Background: an optimization exercise with open tools, aiming at small area and a short achievable clock period. Do not read the settings as production practice. Only the layout flow was run in this run; the RTL was not checked for function there. No activity file was given, so power comes from the tool's default toggle rates.

$ cat design/flow/constraint.sdc
create_clock -name core_clock -period 27.0 [get_ports {clk}]
set_input_delay 5.4000 -clock core_clock [delete_from_list [all_inputs] [get_ports {clk}]]
set_output_delay 5.4000 -clock core_clock [all_outputs]
set_load 0.01 [all_outputs]
$ cat design/flow/flow/run.sh
#!/bin/bash
set -euo pipefail
export BUFFER_PORTS_ARGS="-buffer_cell sky130_fd_sc_hd__buf_1"
bash standard.sh > standard_flow.log 2>&1
$ cat design/flow/standard.sh
#!/bin/bash
# synth_recipe.tcl (not shown) runs the flow's synth.tcl, then flattens the netlist and writes it again
# the make line also repeats each setting of config.mk as NAME=value (left out here)
make -C /OpenROAD-flow-scripts/flow DESIGN_CONFIG=/design/flow/config.mk WORK_HOME=/design/flow/orfs CLKGATE_MAP_FILE= SYNTH_SCRIPT=/design/flow/synth_recipe.tcl "${@:-finish}"
$ cat design/flow/config.mk
export PLATFORM = sky130hd
export DESIGN_NAME = TM_ALU
export DESIGN_NICKNAME = TM_ALU
export VERILOG_FILES = /design/flow/design.v
export SDC_FILE = /design/flow/constraint.sdc
export NUM_CORES = 4
export LEC_CHECK = 0
export CAP_MARGIN = 20
export CORE_MARGIN = 2
export CORE_UTILIZATION = 40
export SLEW_MARGIN = 20
export SYNTH_HIERARCHICAL = 1
$ cat design/flow/design.v
module TM_ALU_iv (input a, output y); assign y = ~a; endmodule
module TM_ALU_nd (input a, input b, output y); assign y = ~(a & b); endmodule
module TM_ALU_nr (input a, input b, output y); assign y = ~(a | b); endmodule
module TM_ALU_xo (input a, input b, output y); assign y = a ^ b; endmodule
module TM_ALU_xn (input a, input b, output y); assign y = ~(a ^ b); endmodule
module TM_ALU_mi (input s, input a1, input a0, output y); assign y = ~(s ? a1 : a0); endmodule
module TM_ALU_an (input a, input b, output y); assign y = a & b; endmodule
module TM_ALU_or (input a, input b, output y); assign y = a | b; endmodule
module TM_ALU_ha (input a, input b, output s, output co);
    assign s = a ^ b;
    assign co = a & b;
endmodule
module TM_ALU_fa (input a, input b, input ci, output s, output co);
    assign s = a ^ b ^ ci;
    assign co = (a & b) | (ci & (a | b));
endmodule
module TM_ALU (clk, reset, AvgTxLen, InstExed, CurTxLen, AvgTxLen_new, InstExed_new);
    input clk, reset;
    input [7:0] AvgTxLen, InstExed, CurTxLen;
    output [7:0] AvgTxLen_new, InstExed_new;
    reg a0_0, a0_1, a0_2, a0_3, a0_4, a0_5, a0_6, a0_7, i0_0, i0_1, i0_2, i0_3, i0_4, i0_5, i0_6, i0_7, t0_0, t0_1, t0_2, t0_3, t0_4, t0_5, t0_6, t0_7, a1_0, a1_1, a1_2, a1_3, a1_4, a1_5, a1_6, a1_7, i1_0, i1_1, i1_2, i1_3, i1_4, i1_5, i1_6, i1_7, sg1, q1_7, q1_6, q1_5, r1_0, r1_1, r1_2, d1_4, d1_3, d1_2, d1_1, d1_0, a2_0, a2_1, a2_2, a2_3, a2_4, a2_5, a2_6, a2_7, i2_0, i2_1, i2_2, i2_3, i2_4, i2_5, i2_6, i2_7, sg2, q2_7, q2_6, q2_5, q2_4, q2_3, q2_2, r2_0, r2_1, r2_2, r2_3, r2_4, r2_5, d2_1, d2_0, avg3_0, avg3_1, avg3_2, avg3_3, avg3_4, avg3_5, avg3_6, avg3_7, inst3_0, inst3_1, inst3_2, inst3_3, inst3_4, inst3_5, inst3_6, inst3_7;
    wire xo1, xo2, xo3, xo4, xo5, xo6, xo7, xo8, nd9, xn10, iv11, mi12, xo13, mi14, xn15, iv16, mi17, xo18, mi19, xn20, iv21, mi22, xo23, mi24, xn25, iv26, mi27, xn28, xn29, or30, or31, or32, or33, or34, or35, or36, nr37, mi38, xo39, xn40, iv41, an42, iv43, fs44, fc45, iv46, nd47, mi48, mi49, xn50, xn51, or52, fs53, fc54, fs55, fc56, nr57, mi58, mi59, mi60, xo61, xn62, xo63, xn64, xo65, xn66, iv67, nd68, xn69, xn70, mi71, xn72, xo73, mi74, xn75, xn76, mi77, or78, or79, or80, iv81, nd82, mi83, mi84, mi85, mi86, xn87, or88, fs89, fc90, fs91, fc92, fs93, fc94, fs95, fc96, nr97, mi98, mi99, mi100, mi101, mi102, xn103, nd104, xn105, xn106, mi107, xn108, xo109, mi110, xn111, xn112, mi113, xn114, xo115, mi116, xn117, xn118, mi119, iv120, nd121, mi122, mi123, mi124, mi125, mi126, mi127, xn128, nr129, xo130, xn131, iv132, mi133, xo134, xo135, mi136, xo137, xn138, iv139, mi140, xo141, xo142, mi143, xo144, xn145, iv146, mi147, xo148, xo149, mi150, iv151, nd152, mi153, mi154, mi155, mi156, mi157, mi158, mi159, xn160, iv161, nd162, xn163, mi164, xn165, mi166, xn167, mi168, xn169, mi170, xn171, mi172, xn173, mi174, xn175, mi176, xo177, xo178, nd179, xo180, xn181, xn182, mi183, xn184, xo185, xo186, mi187, xn188, xn189, xn190, mi191, xn192, xo193, xo194, mi195, xn196, xn197, xn198, mi199, xn200, xo201, xo202, mi203, xo204, xo205, xn206, hs207, hc208, hs209, hc210, hs211, hc212, hs213, hc214, hs215, hc216, hs217, hc218, xo219;
    TM_ALU_xo uxo1 (.a(CurTxLen[0]), .b(AvgTxLen[0]), .y(xo1));
    TM_ALU_xo uxo2 (.a(CurTxLen[1]), .b(AvgTxLen[1]), .y(xo2));
    TM_ALU_xo uxo3 (.a(CurTxLen[2]), .b(AvgTxLen[2]), .y(xo3));
    TM_ALU_xo uxo4 (.a(CurTxLen[3]), .b(AvgTxLen[3]), .y(xo4));
    TM_ALU_xo uxo5 (.a(CurTxLen[4]), .b(AvgTxLen[4]), .y(xo5));
    TM_ALU_xo uxo6 (.a(CurTxLen[5]), .b(AvgTxLen[5]), .y(xo6));
    TM_ALU_xo uxo7 (.a(CurTxLen[6]), .b(AvgTxLen[6]), .y(xo7));
    TM_ALU_xo uxo8 (.a(CurTxLen[7]), .b(AvgTxLen[7]), .y(xo8));
    TM_ALU_nd und9 (.a(t0_0), .b(a0_0), .y(nd9));
    TM_ALU_xn uxn10 (.a(t0_1), .b(nd9), .y(xn10));
    TM_ALU_iv uiv11 (.a(a0_1), .y(iv11));
    TM_ALU_mi umi12 (.s(t0_1), .a1(iv11), .a0(nd9), .y(mi12));
    TM_ALU_xo uxo13 (.a(t0_2), .b(mi12), .y(xo13));
    TM_ALU_mi umi14 (.s(t0_2), .a1(a0_2), .a0(mi12), .y(mi14));
    TM_ALU_xn uxn15 (.a(t0_3), .b(mi14), .y(xn15));
    TM_ALU_iv uiv16 (.a(a0_3), .y(iv16));
    TM_ALU_mi umi17 (.s(t0_3), .a1(iv16), .a0(mi14), .y(mi17));
    TM_ALU_xo uxo18 (.a(t0_4), .b(mi17), .y(xo18));
    TM_ALU_mi umi19 (.s(t0_4), .a1(a0_4), .a0(mi17), .y(mi19));
    TM_ALU_xn uxn20 (.a(t0_5), .b(mi19), .y(xn20));
    TM_ALU_iv uiv21 (.a(a0_5), .y(iv21));
    TM_ALU_mi umi22 (.s(t0_5), .a1(iv21), .a0(mi19), .y(mi22));
    TM_ALU_xo uxo23 (.a(t0_6), .b(mi22), .y(xo23));
    TM_ALU_mi umi24 (.s(t0_6), .a1(a0_6), .a0(mi22), .y(mi24));
    TM_ALU_xn uxn25 (.a(t0_7), .b(mi24), .y(xn25));
    TM_ALU_iv uiv26 (.a(a0_7), .y(iv26));
    TM_ALU_mi umi27 (.s(t0_7), .a1(iv26), .a0(mi24), .y(mi27));
    TM_ALU_xn uxn28 (.a(xn25), .b(mi27), .y(xn28));
    TM_ALU_xn uxn29 (.a(xn28), .b(i0_0), .y(xn29));
    TM_ALU_or uor30 (.a(xn28), .b(i0_0), .y(or30));
    TM_ALU_or uor31 (.a(i0_7), .b(i0_6), .y(or31));
    TM_ALU_or uor32 (.a(or31), .b(i0_5), .y(or32));
    TM_ALU_or uor33 (.a(or32), .b(i0_4), .y(or33));
    TM_ALU_or uor34 (.a(or33), .b(i0_3), .y(or34));
    TM_ALU_or uor35 (.a(or34), .b(i0_2), .y(or35));
    TM_ALU_or uor36 (.a(or35), .b(i0_1), .y(or36));
    TM_ALU_nr unr37 (.a(or30), .b(or36), .y(nr37));
    TM_ALU_mi umi38 (.s(nr37), .a1(xn29), .a0(xn28), .y(mi38));
    TM_ALU_xo uxo39 (.a(xo23), .b(mi27), .y(xo39));
    TM_ALU_xn uxn40 (.a(xo39), .b(i0_0), .y(xn40));
    TM_ALU_iv uiv41 (.a(i0_0), .y(iv41));
    TM_ALU_an uan42 (.a(xo39), .b(iv41), .y(an42));
    TM_ALU_iv uiv43 (.a(i0_1), .y(iv43));
    TM_ALU_fa ufs44 (.a(mi38), .b(iv43), .ci(an42), .s(fs44), .co(fc45));
    TM_ALU_iv uiv46 (.a(or35), .y(iv46));
    TM_ALU_nd und47 (.a(fc45), .b(iv46), .y(nd47));
    TM_ALU_mi umi48 (.s(nd47), .a1(xo39), .a0(xn40), .y(mi48));
    TM_ALU_mi umi49 (.s(nd47), .a1(mi38), .a0(fs44), .y(mi49));
    TM_ALU_xn uxn50 (.a(xn20), .b(mi27), .y(xn50));
    TM_ALU_xn uxn51 (.a(xn50), .b(i0_0), .y(xn51));
    TM_ALU_or uor52 (.a(xn50), .b(i0_0), .y(or52));
    TM_ALU_fa ufs53 (.a(mi48), .b(i0_1), .ci(or52), .s(fs53), .co(fc54));
    TM_ALU_fa ufs55 (.a(mi49), .b(i0_2), .ci(fc54), .s(fs55), .co(fc56));
    TM_ALU_nr unr57 (.a(fc56), .b(or34), .y(nr57));
    TM_ALU_mi umi58 (.s(nr57), .a1(xn51), .a0(xn50), .y(mi58));
    TM_ALU_mi umi59 (.s(nr57), .a1(fs53), .a0(mi48), .y(mi59));
    TM_ALU_mi umi60 (.s(nr57), .a1(fs55), .a0(mi49), .y(mi60));
    TM_ALU_xo uxo61 (.a(xo18), .b(mi27), .y(xo61));
    TM_ALU_xn uxn62 (.a(xn15), .b(mi27), .y(xn62));
    TM_ALU_xo uxo63 (.a(xo13), .b(mi27), .y(xo63));
    TM_ALU_xn uxn64 (.a(xn10), .b(mi27), .y(xn64));
    TM_ALU_xo uxo65 (.a(t0_0), .b(mi27), .y(xo65));
    TM_ALU_xn uxn66 (.a(d1_4), .b(i1_0), .y(xn66));
    TM_ALU_iv uiv67 (.a(i1_0), .y(iv67));
    TM_ALU_nd und68 (.a(d1_4), .b(iv67), .y(nd68));
    TM_ALU_xn uxn69 (.a(r1_0), .b(i1_1), .y(xn69));
    TM_ALU_xn uxn70 (.a(xn69), .b(nd68), .y(xn70));
    TM_ALU_mi umi71 (.s(xn69), .a1(nd68), .a0(i1_1), .y(mi71));
    TM_ALU_xn uxn72 (.a(r1_1), .b(i1_2), .y(xn72));
    TM_ALU_xo uxo73 (.a(xn72), .b(mi71), .y(xo73));
    TM_ALU_mi umi74 (.s(xn72), .a1(mi71), .a0(r1_1), .y(mi74));
    TM_ALU_xn uxn75 (.a(r1_2), .b(i1_3), .y(xn75));
    TM_ALU_xn uxn76 (.a(xn75), .b(mi74), .y(xn76));
    TM_ALU_mi umi77 (.s(xn75), .a1(mi74), .a0(i1_3), .y(mi77));
    TM_ALU_or uor78 (.a(i1_7), .b(i1_6), .y(or78));
    TM_ALU_or uor79 (.a(or78), .b(i1_5), .y(or79));
    TM_ALU_or uor80 (.a(or79), .b(i1_4), .y(or80));
    TM_ALU_iv uiv81 (.a(or80), .y(iv81));
    TM_ALU_nd und82 (.a(mi77), .b(iv81), .y(nd82));
    TM_ALU_mi umi83 (.s(nd82), .a1(d1_4), .a0(xn66), .y(mi83));
    TM_ALU_mi umi84 (.s(nd82), .a1(r1_0), .a0(xn70), .y(mi84));
    TM_ALU_mi umi85 (.s(nd82), .a1(r1_1), .a0(xo73), .y(mi85));
    TM_ALU_mi umi86 (.s(nd82), .a1(r1_2), .a0(xn76), .y(mi86));
    TM_ALU_xn uxn87 (.a(d1_3), .b(i1_0), .y(xn87));
    TM_ALU_or uor88 (.a(d1_3), .b(i1_0), .y(or88));
    TM_ALU_fa ufs89 (.a(mi83), .b(i1_1), .ci(or88), .s(fs89), .co(fc90));
    TM_ALU_fa ufs91 (.a(mi84), .b(i1_2), .ci(fc90), .s(fs91), .co(fc92));
    TM_ALU_fa ufs93 (.a(mi85), .b(i1_3), .ci(fc92), .s(fs93), .co(fc94));
    TM_ALU_fa ufs95 (.a(mi86), .b(i1_4), .ci(fc94), .s(fs95), .co(fc96));
    TM_ALU_nr unr97 (.a(fc96), .b(or79), .y(nr97));
    TM_ALU_mi umi98 (.s(nr97), .a1(xn87), .a0(d1_3), .y(mi98));
    TM_ALU_mi umi99 (.s(nr97), .a1(fs89), .a0(mi83), .y(mi99));
    TM_ALU_mi umi100 (.s(nr97), .a1(fs91), .a0(mi84), .y(mi100));
    TM_ALU_mi umi101 (.s(nr97), .a1(fs93), .a0(mi85), .y(mi101));
    TM_ALU_mi umi102 (.s(nr97), .a1(fs95), .a0(mi86), .y(mi102));
    TM_ALU_xn uxn103 (.a(d1_2), .b(i1_0), .y(xn103));
    TM_ALU_nd und104 (.a(d1_2), .b(iv67), .y(nd104));
    TM_ALU_xn uxn105 (.a(mi98), .b(i1_1), .y(xn105));
    TM_ALU_xn uxn106 (.a(xn105), .b(nd104), .y(xn106));
    TM_ALU_mi umi107 (.s(xn105), .a1(nd104), .a0(i1_1), .y(mi107));
    TM_ALU_xn uxn108 (.a(mi99), .b(i1_2), .y(xn108));
    TM_ALU_xo uxo109 (.a(xn108), .b(mi107), .y(xo109));
    TM_ALU_mi umi110 (.s(xn108), .a1(mi107), .a0(mi99), .y(mi110));
    TM_ALU_xn uxn111 (.a(mi100), .b(i1_3), .y(xn111));
    TM_ALU_xn uxn112 (.a(xn111), .b(mi110), .y(xn112));
    TM_ALU_mi umi113 (.s(xn111), .a1(mi110), .a0(i1_3), .y(mi113));
    TM_ALU_xn uxn114 (.a(mi101), .b(i1_4), .y(xn114));
    TM_ALU_xo uxo115 (.a(xn114), .b(mi113), .y(xo115));
    TM_ALU_mi umi116 (.s(xn114), .a1(mi113), .a0(mi101), .y(mi116));
    TM_ALU_xn uxn117 (.a(mi102), .b(i1_5), .y(xn117));
    TM_ALU_xn uxn118 (.a(xn117), .b(mi116), .y(xn118));
    TM_ALU_mi umi119 (.s(xn117), .a1(mi116), .a0(i1_5), .y(mi119));
    TM_ALU_iv uiv120 (.a(or78), .y(iv120));
    TM_ALU_nd und121 (.a(mi119), .b(iv120), .y(nd121));
    TM_ALU_mi umi122 (.s(nd121), .a1(d1_2), .a0(xn103), .y(mi122));
    TM_ALU_mi umi123 (.s(nd121), .a1(mi98), .a0(xn106), .y(mi123));
    TM_ALU_mi umi124 (.s(nd121), .a1(mi99), .a0(xo109), .y(mi124));
    TM_ALU_mi umi125 (.s(nd121), .a1(mi100), .a0(xn112), .y(mi125));
    TM_ALU_mi umi126 (.s(nd121), .a1(mi101), .a0(xo115), .y(mi126));
    TM_ALU_mi umi127 (.s(nd121), .a1(mi102), .a0(xn118), .y(mi127));
    TM_ALU_xn uxn128 (.a(d2_1), .b(i2_0), .y(xn128));
    TM_ALU_nr unr129 (.a(d2_1), .b(i2_0), .y(nr129));
    TM_ALU_xo uxo130 (.a(r2_0), .b(i2_1), .y(xo130));
    TM_ALU_xn uxn131 (.a(xo130), .b(nr129), .y(xn131));
    TM_ALU_iv uiv132 (.a(r2_0), .y(iv132));
    TM_ALU_mi umi133 (.s(xo130), .a1(nr129), .a0(iv132), .y(mi133));
    TM_ALU_xo uxo134 (.a(r2_1), .b(i2_2), .y(xo134));
    TM_ALU_xo uxo135 (.a(xo134), .b(mi133), .y(xo135));
    TM_ALU_mi umi136 (.s(xo134), .a1(mi133), .a0(r2_1), .y(mi136));
    TM_ALU_xo uxo137 (.a(r2_2), .b(i2_3), .y(xo137));
    TM_ALU_xn uxn138 (.a(xo137), .b(mi136), .y(xn138));
    TM_ALU_iv uiv139 (.a(r2_2), .y(iv139));
    TM_ALU_mi umi140 (.s(xo137), .a1(mi136), .a0(iv139), .y(mi140));
    TM_ALU_xo uxo141 (.a(r2_3), .b(i2_4), .y(xo141));
    TM_ALU_xo uxo142 (.a(xo141), .b(mi140), .y(xo142));
    TM_ALU_mi umi143 (.s(xo141), .a1(mi140), .a0(r2_3), .y(mi143));
    TM_ALU_xo uxo144 (.a(r2_4), .b(i2_5), .y(xo144));
    TM_ALU_xn uxn145 (.a(xo144), .b(mi143), .y(xn145));
    TM_ALU_iv uiv146 (.a(r2_4), .y(iv146));
    TM_ALU_mi umi147 (.s(xo144), .a1(mi143), .a0(iv146), .y(mi147));
    TM_ALU_xo uxo148 (.a(r2_5), .b(i2_6), .y(xo148));
    TM_ALU_xo uxo149 (.a(xo148), .b(mi147), .y(xo149));
    TM_ALU_mi umi150 (.s(xo148), .a1(mi147), .a0(r2_5), .y(mi150));
    TM_ALU_iv uiv151 (.a(i2_7), .y(iv151));
    TM_ALU_nd und152 (.a(mi150), .b(iv151), .y(nd152));
    TM_ALU_mi umi153 (.s(nd152), .a1(d2_1), .a0(xn128), .y(mi153));
    TM_ALU_mi umi154 (.s(nd152), .a1(r2_0), .a0(xn131), .y(mi154));
    TM_ALU_mi umi155 (.s(nd152), .a1(r2_1), .a0(xo135), .y(mi155));
    TM_ALU_mi umi156 (.s(nd152), .a1(r2_2), .a0(xn138), .y(mi156));
    TM_ALU_mi umi157 (.s(nd152), .a1(r2_3), .a0(xo142), .y(mi157));
    TM_ALU_mi umi158 (.s(nd152), .a1(r2_4), .a0(xn145), .y(mi158));
    TM_ALU_mi umi159 (.s(nd152), .a1(r2_5), .a0(xo149), .y(mi159));
    TM_ALU_xn uxn160 (.a(d2_0), .b(i2_0), .y(xn160));
    TM_ALU_iv uiv161 (.a(i2_0), .y(iv161));
    TM_ALU_nd und162 (.a(d2_0), .b(iv161), .y(nd162));
    TM_ALU_xn uxn163 (.a(mi153), .b(i2_1), .y(xn163));
    TM_ALU_mi umi164 (.s(xn163), .a1(nd162), .a0(i2_1), .y(mi164));
    TM_ALU_xn uxn165 (.a(mi154), .b(i2_2), .y(xn165));
    TM_ALU_mi umi166 (.s(xn165), .a1(mi164), .a0(mi154), .y(mi166));
    TM_ALU_xn uxn167 (.a(mi155), .b(i2_3), .y(xn167));
    TM_ALU_mi umi168 (.s(xn167), .a1(mi166), .a0(i2_3), .y(mi168));
    TM_ALU_xn uxn169 (.a(mi156), .b(i2_4), .y(xn169));
    TM_ALU_mi umi170 (.s(xn169), .a1(mi168), .a0(mi156), .y(mi170));
    TM_ALU_xn uxn171 (.a(mi157), .b(i2_5), .y(xn171));
    TM_ALU_mi umi172 (.s(xn171), .a1(mi170), .a0(i2_5), .y(mi172));
    TM_ALU_xn uxn173 (.a(mi158), .b(i2_6), .y(xn173));
    TM_ALU_mi umi174 (.s(xn173), .a1(mi172), .a0(mi158), .y(mi174));
    TM_ALU_xn uxn175 (.a(mi159), .b(i2_7), .y(xn175));
    TM_ALU_mi umi176 (.s(xn175), .a1(mi174), .a0(i2_7), .y(mi176));
    TM_ALU_xo uxo177 (.a(mi176), .b(sg2), .y(xo177));
    TM_ALU_xo uxo178 (.a(a2_0), .b(xo177), .y(xo178));
    TM_ALU_nd und179 (.a(a2_0), .b(xo177), .y(nd179));
    TM_ALU_xo uxo180 (.a(nd152), .b(sg2), .y(xo180));
    TM_ALU_xn uxn181 (.a(a2_1), .b(xo180), .y(xn181));
    TM_ALU_xn uxn182 (.a(xn181), .b(nd179), .y(xn182));
    TM_ALU_mi umi183 (.s(xn181), .a1(nd179), .a0(xo180), .y(mi183));
    TM_ALU_xn uxn184 (.a(q2_2), .b(sg2), .y(xn184));
    TM_ALU_xo uxo185 (.a(a2_2), .b(xn184), .y(xo185));
    TM_ALU_xo uxo186 (.a(xo185), .b(mi183), .y(xo186));
    TM_ALU_mi umi187 (.s(xo185), .a1(mi183), .a0(a2_2), .y(mi187));
    TM_ALU_xn uxn188 (.a(q2_3), .b(sg2), .y(xn188));
    TM_ALU_xn uxn189 (.a(a2_3), .b(xn188), .y(xn189));
    TM_ALU_xn uxn190 (.a(xn189), .b(mi187), .y(xn190));
    TM_ALU_mi umi191 (.s(xn189), .a1(mi187), .a0(xn188), .y(mi191));
    TM_ALU_xn uxn192 (.a(q2_4), .b(sg2), .y(xn192));
    TM_ALU_xo uxo193 (.a(a2_4), .b(xn192), .y(xo193));
    TM_ALU_xo uxo194 (.a(xo193), .b(mi191), .y(xo194));
    TM_ALU_mi umi195 (.s(xo193), .a1(mi191), .a0(a2_4), .y(mi195));
    TM_ALU_xn uxn196 (.a(q2_5), .b(sg2), .y(xn196));
    TM_ALU_xn uxn197 (.a(a2_5), .b(xn196), .y(xn197));
    TM_ALU_xn uxn198 (.a(xn197), .b(mi195), .y(xn198));
    TM_ALU_mi umi199 (.s(xn197), .a1(mi195), .a0(xn196), .y(mi199));
    TM_ALU_xn uxn200 (.a(q2_6), .b(sg2), .y(xn200));
    TM_ALU_xo uxo201 (.a(a2_6), .b(xn200), .y(xo201));
    TM_ALU_xo uxo202 (.a(xo201), .b(mi199), .y(xo202));
    TM_ALU_mi umi203 (.s(xo201), .a1(mi199), .a0(a2_6), .y(mi203));
    TM_ALU_xo uxo204 (.a(q2_7), .b(sg2), .y(xo204));
    TM_ALU_xo uxo205 (.a(a2_7), .b(xo204), .y(xo205));
    TM_ALU_xn uxn206 (.a(xo205), .b(mi203), .y(xn206));
    TM_ALU_ha uhs207 (.a(i2_1), .b(i2_0), .s(hs207), .co(hc208));
    TM_ALU_ha uhs209 (.a(i2_2), .b(hc208), .s(hs209), .co(hc210));
    TM_ALU_ha uhs211 (.a(i2_3), .b(hc210), .s(hs211), .co(hc212));
    TM_ALU_ha uhs213 (.a(i2_4), .b(hc212), .s(hs213), .co(hc214));
    TM_ALU_ha uhs215 (.a(i2_5), .b(hc214), .s(hs215), .co(hc216));
    TM_ALU_ha uhs217 (.a(i2_6), .b(hc216), .s(hs217), .co(hc218));
    TM_ALU_xo uxo219 (.a(i2_7), .b(hc218), .y(xo219));
    always @(posedge clk) begin
        a0_0 <= AvgTxLen[0];
        a0_1 <= AvgTxLen[1];
        a0_2 <= AvgTxLen[2];
        a0_3 <= AvgTxLen[3];
        a0_4 <= AvgTxLen[4];
        a0_5 <= AvgTxLen[5];
        a0_6 <= AvgTxLen[6];
        a0_7 <= AvgTxLen[7];
        i0_0 <= InstExed[0];
        i0_1 <= InstExed[1];
        i0_2 <= InstExed[2];
        i0_3 <= InstExed[3];
        i0_4 <= InstExed[4];
        i0_5 <= InstExed[5];
        i0_6 <= InstExed[6];
        i0_7 <= InstExed[7];
        t0_0 <= xo1;
        t0_1 <= xo2;
        t0_2 <= xo3;
        t0_3 <= xo4;
        t0_4 <= xo5;
        t0_5 <= xo6;
        t0_6 <= xo7;
        t0_7 <= xo8;
        a1_0 <= a0_0;
        a1_1 <= a0_1;
        a1_2 <= a0_2;
        a1_3 <= a0_3;
        a1_4 <= a0_4;
        a1_5 <= a0_5;
        a1_6 <= a0_6;
        a1_7 <= a0_7;
        i1_0 <= i0_0;
        i1_1 <= i0_1;
        i1_2 <= i0_2;
        i1_3 <= i0_3;
        i1_4 <= i0_4;
        i1_5 <= i0_5;
        i1_6 <= i0_6;
        i1_7 <= i0_7;
        sg1 <= mi27;
        q1_7 <= nr37;
        q1_6 <= nd47;
        q1_5 <= nr57;
        r1_0 <= mi58;
        r1_1 <= mi59;
        r1_2 <= mi60;
        d1_4 <= xo61;
        d1_3 <= xn62;
        d1_2 <= xo63;
        d1_1 <= xn64;
        d1_0 <= xo65;
        a2_0 <= a1_0;
        a2_1 <= a1_1;
        a2_2 <= a1_2;
        a2_3 <= a1_3;
        a2_4 <= a1_4;
        a2_5 <= a1_5;
        a2_6 <= a1_6;
        a2_7 <= a1_7;
        i2_0 <= i1_0;
        i2_1 <= i1_1;
        i2_2 <= i1_2;
        i2_3 <= i1_3;
        i2_4 <= i1_4;
        i2_5 <= i1_5;
        i2_6 <= i1_6;
        i2_7 <= i1_7;
        sg2 <= sg1;
        q2_7 <= q1_7;
        q2_6 <= q1_6;
        q2_5 <= q1_5;
        q2_4 <= nd82;
        q2_3 <= nr97;
        q2_2 <= nd121;
        r2_0 <= mi122;
        r2_1 <= mi123;
        r2_2 <= mi124;
        r2_3 <= mi125;
        r2_4 <= mi126;
        r2_5 <= mi127;
        d2_1 <= d1_1;
        d2_0 <= d1_0;
        avg3_0 <= xo178;
        avg3_1 <= xn182;
        avg3_2 <= xo186;
        avg3_3 <= xn190;
        avg3_4 <= xo194;
        avg3_5 <= xn198;
        avg3_6 <= xo202;
        avg3_7 <= xn206;
        inst3_0 <= iv161;
        inst3_1 <= hs207;
        inst3_2 <= hs209;
        inst3_3 <= hs211;
        inst3_4 <= hs213;
        inst3_5 <= hs215;
        inst3_6 <= hs217;
        inst3_7 <= xo219;
    end
    assign AvgTxLen_new = {avg3_7, avg3_6, avg3_5, avg3_4, avg3_3, avg3_2, avg3_1, avg3_0};
    assign InstExed_new = {inst3_7, inst3_6, inst3_5, inst3_4, inst3_3, inst3_2, inst3_1, inst3_0};
endmodule
==> run_results.csv <==
group,metric,value,unit
synthesis,ys.warnings.count,7,
worst_setup_path,path_buf_inv,1,
power_and_ir_drop,leakagePower,1.88,nW
clocking,cts_setup_buffers,0,
placed_design,postPlaceCellArea,4100,sq um
finish,utilization,44.6,%
synthesis,syn_avg_cell_area,12.2,sq um
worst_setup_path,critPathSlowestCell,"dfxtp_1",
clocking,cts_buffer_depth,2,
timing,post-route-min-period,6.22,ns
floorplanning,die_h,103,um
finish,finalNetCount,395,
routing,vias_per_cell,4.11,
placed_design,post-dp-hpwl,3740,um
clocking,numClockSinks,99,
worst_setup_path,reg2reg_from,"i1_1$_DFF_P_",
timing,finalClockSkew,0.0126,ns
timing,relSlewSlack,60.2,%
worst_hold_path,min_path_cells,0,
placed_design,io_buffers,40,
synthesis,synth_nets,359,
worst_setup_path,critPathRequiredTime,21.60,ns
power_and_ir_drop,max-vdd-ir-drop,0.0312,mV
worst_setup_path,r2r-end,"r2_2$_DFF_P_",
routing,antenna_left,0,
worst_setup_path,reg2reg_slack,21.08,ns
worst_setup_path,r2r_cells,20,
routing,vias,2032,
routing,drc,0,
global_route,grt_start_max_net_pins,19,
worst_hold_path,min-delay-start,"a1_7$_DFF_P_",
clocking,cts_buffers,9,
finish,finalInstanceArea,4300,sq um
timing,period_share,23.0,%
timing,finalSetupViolations,0,
floorplanning,dieArea,10600,sq um
clocking,cts_resized,0,
worst_setup_path,cp_max_fo,1,
routing,routed_wl,4830,um
power_and_ir_drop,power_density,104,nW/um^2
outcome,outcome,"finished clean",
clocking,cts.hold.buffers_added,0,
global_route,grt_overflow,0,
routing,first_pass_iters,4,
placed_design,gp_congestion,0.702,
timing,rsz0062_at_grt,"false",
global_route,grt_pass1_vias,1922,
clocking,clkTransAtPathRegs,0.10,ns
worst_setup_path,worstPathArrival,0.82,ns
synthesis,synth_seq_cells,99,
worst_setup_path,cp_top_family,"flip-flops",
floorplanning,rows,36,
worst_hold_path,hp-class,"flop to flop",
global_route,grt_pass1_wl,8110,um
floorplanning,die_w,103,um
worst_setup_path,start_kind,"flop",
finish,area_growth,10.2,%
synthesis,seq_area_frac_synth,50.8,%
synthesis,yosys.area.top_type,"dfxtp_1",
synthesis,synth.distinct_cells,12,
finish,regArea,1980,sq um
clocking,htree_levels,3,
timing,finalSetupTns,0,ns
routing,wire_per_inst,9.78,um
finish,diodes,0,
synthesis,synth_top_area_share,50.8,%
routing,drt_iter0_drc,18,
finish,drive_above_1_share,4.71,%
finish,multiInputGateArea,1750,sq um
timing,hold_viol,0,
floorplanning,coreArea,9640,sq um
timing,maxSlewViolCount,0,
worst_setup_path,cp-end-kind,"output pin",
clocking,cts_tree,"built",
worst_setup_path,crit_chain,"buf_1",
run,maxCapViolCount,0,
synthesis,synth_area_leaders,"dfxtp_1 51%, mux2i_1 16%, xnor2_1 11%",
floorplanning,boundaryPins,42,
floorplanning,initial_core_util,40.5,%
timing,worst_pin_slew,0.594,ns
worst_hold_path,min_to,"a2_7$_DFF_P_",
worst_setup_path,slowest_delay,0.32,ns
finish,nFillCells,927,
timing,clock.fmax,161,MHz
worst_setup_path,critPathKind,"flop to output pin",
global_route,antenna_found_initial,0,
global_route,globalRouteTotalUtil,10.1,%
clocking,clockRootBuffer,"clkbuf_8",
synthesis,syn_area,3900,sq um
synthesis,netlist_instances,320,
clocking,clk_latency,0.36,ns
==> routing by layer <==
| layer | global-route usage, % | wire length, um |
|---|---|---|
| met1 | 11.5 | 2160 |
| met2 | 17.2 | 2450 |
| met3 | 3.05 | 159 |
| met4 | 4.86 | 62 |
| met5 | 0 | 0 |
==> power by group <==
| part | switching [mW] | leakage [nW] | internal (mW) |
|---|---|---|---|
| Combinational | 0.0851 | 0.950 | 0.0869 |
| Clock | 0.0520 | 0.0929 | 0.0378 |
| Sequential | 0.0140 | 0.832 | 0.171 |
==> cells by family after synthesis <==
kind of cell | count (synthesis) | share of synthesized area, %
adder cells (fa/ha/maj) | 13 | 5.51
AND/OR/NAND/NOR | 26 | 3.33
XOR/XNOR | 89 | 20.0
multiplexers | 62 | 15.9
buffers and inverters | 31 | 4.52
flip-flops | 99 | 50.8
==> layout make-up <==
cell class                 count  share of cell area [%]
sequential                    99                    46.1
multi-input combinational    190                    40.6
tap                          133                    3.87
timing repair buffer          41                    3.67
clock buffer                  10                    3.20
inverter                      15                    1.31
clock inverter                 6                    1.28
==> worst max-delay path by stage <==
stage / endpoint / start / slack, ns / cells after the start
3_5_place_dp: r2_2$_DFF_P_ / i1_1$_DFF_P_ / 21.00 / 20
5_1_grt: r2_1$_DFF_P_ / i1_1$_DFF_P_ / 20.54 / 20
2_1_floorplan: AvgTxLen_new[0] / avg3_0$_DFF_P_ / 21.20 / 1
3_3_place_gp: r2_1$_DFF_P_ / i1_1$_DFF_P_ / 21.11 / 20
4_1_cts: AvgTxLen_new[4] / avg3_4$_DFF_P_ / 20.74 / 1
6_report: AvgTxLen_new[4] / avg3_4$_DFF_P_ / 20.78 / 1
==> per-module statistics from Yosys, one instance, submodules excluded <==
module     times used  flops+latches  cells
TM_ALU              1             99    115
TM_ALU_an           1              0      1
TM_ALU_fa           7              0      1
TM_ALU_ha           6              0      1
TM_ALU_iv          15              0      1
TM_ALU_mi          62              0      1
TM_ALU_nd           9              0      1
TM_ALU_nr           4              0      1
TM_ALU_or          12              0      1
TM_ALU_xn          50              0      1
TM_ALU_xo          39              0      1
==> metrics by stage <==
stage / cells / setup slack (ns) / hold WS (ns) / power (mW)
after global placement: 477 / 21.11 / 0.310 / 0.359
after CTS: 493 / 20.74 / 0.335 / 0.455
after detailed placement: 477 / 21.00 / 0.313 / 0.364
final: 494 / 20.78 / 0.330 / 0.447
after floorplan: 320 / 21.20 / 0.310 / 0.344
after global routing: 494 / 20.54 / 0.347 / 0.482
==> placed cells by master (no fill, tap or decap) <==
cell and n:
inv_6 1, mux2i_1 62, clkbuf_4 1, or2_1 12, and2_1 1, ha_1 6
xnor2_1 50, inv_1 15, nand2_1 9, inv_8 2, clkbuf_8 10, fa_1 7
clkinvlp_4 2, clkinv_4 1, xor2_1 39, dfxtp_1 99, nor2_1 4, buf_1 40
==> Yosys cell counts (all sizes together) <==
cell type	count
xnor2	50
nor2	4
nand2	9
xor2	39
or2	12
mux2i	62
ha	6
dfxtp	99
inv	15
buf	16
fa	7
and2	1

[separate check: timing with driven ports]
In the flow no input, the clock included, has a driving cell. The finished layout below was timed again as built, in two steps. Step 1, drivers: a clkbuf_16 drives clk and a buf_2 each remaining input, both assumed. Step 2, shift: input delay + t, output delay - t, t = (earliest + latest rising clock arrival at the registers) / 2. This alone moves slack from input paths to output paths. a / b / c = ideal / step 1 / step 2; a / b = the first two.
shift t [ns]: 0.379
setup WS [ns]: 20.779 / 20.750 / 21.075
hold WS [ns]: 0.330 / 0.330 / 0.330
worst slew at a driven data input, ns: 0.03
cell pins on the clock port's net: 1
After both steps this run still meets setup and hold. The setup slack of this run moves by -0.029 ns with the drivers and by +0.296 ns with both steps.
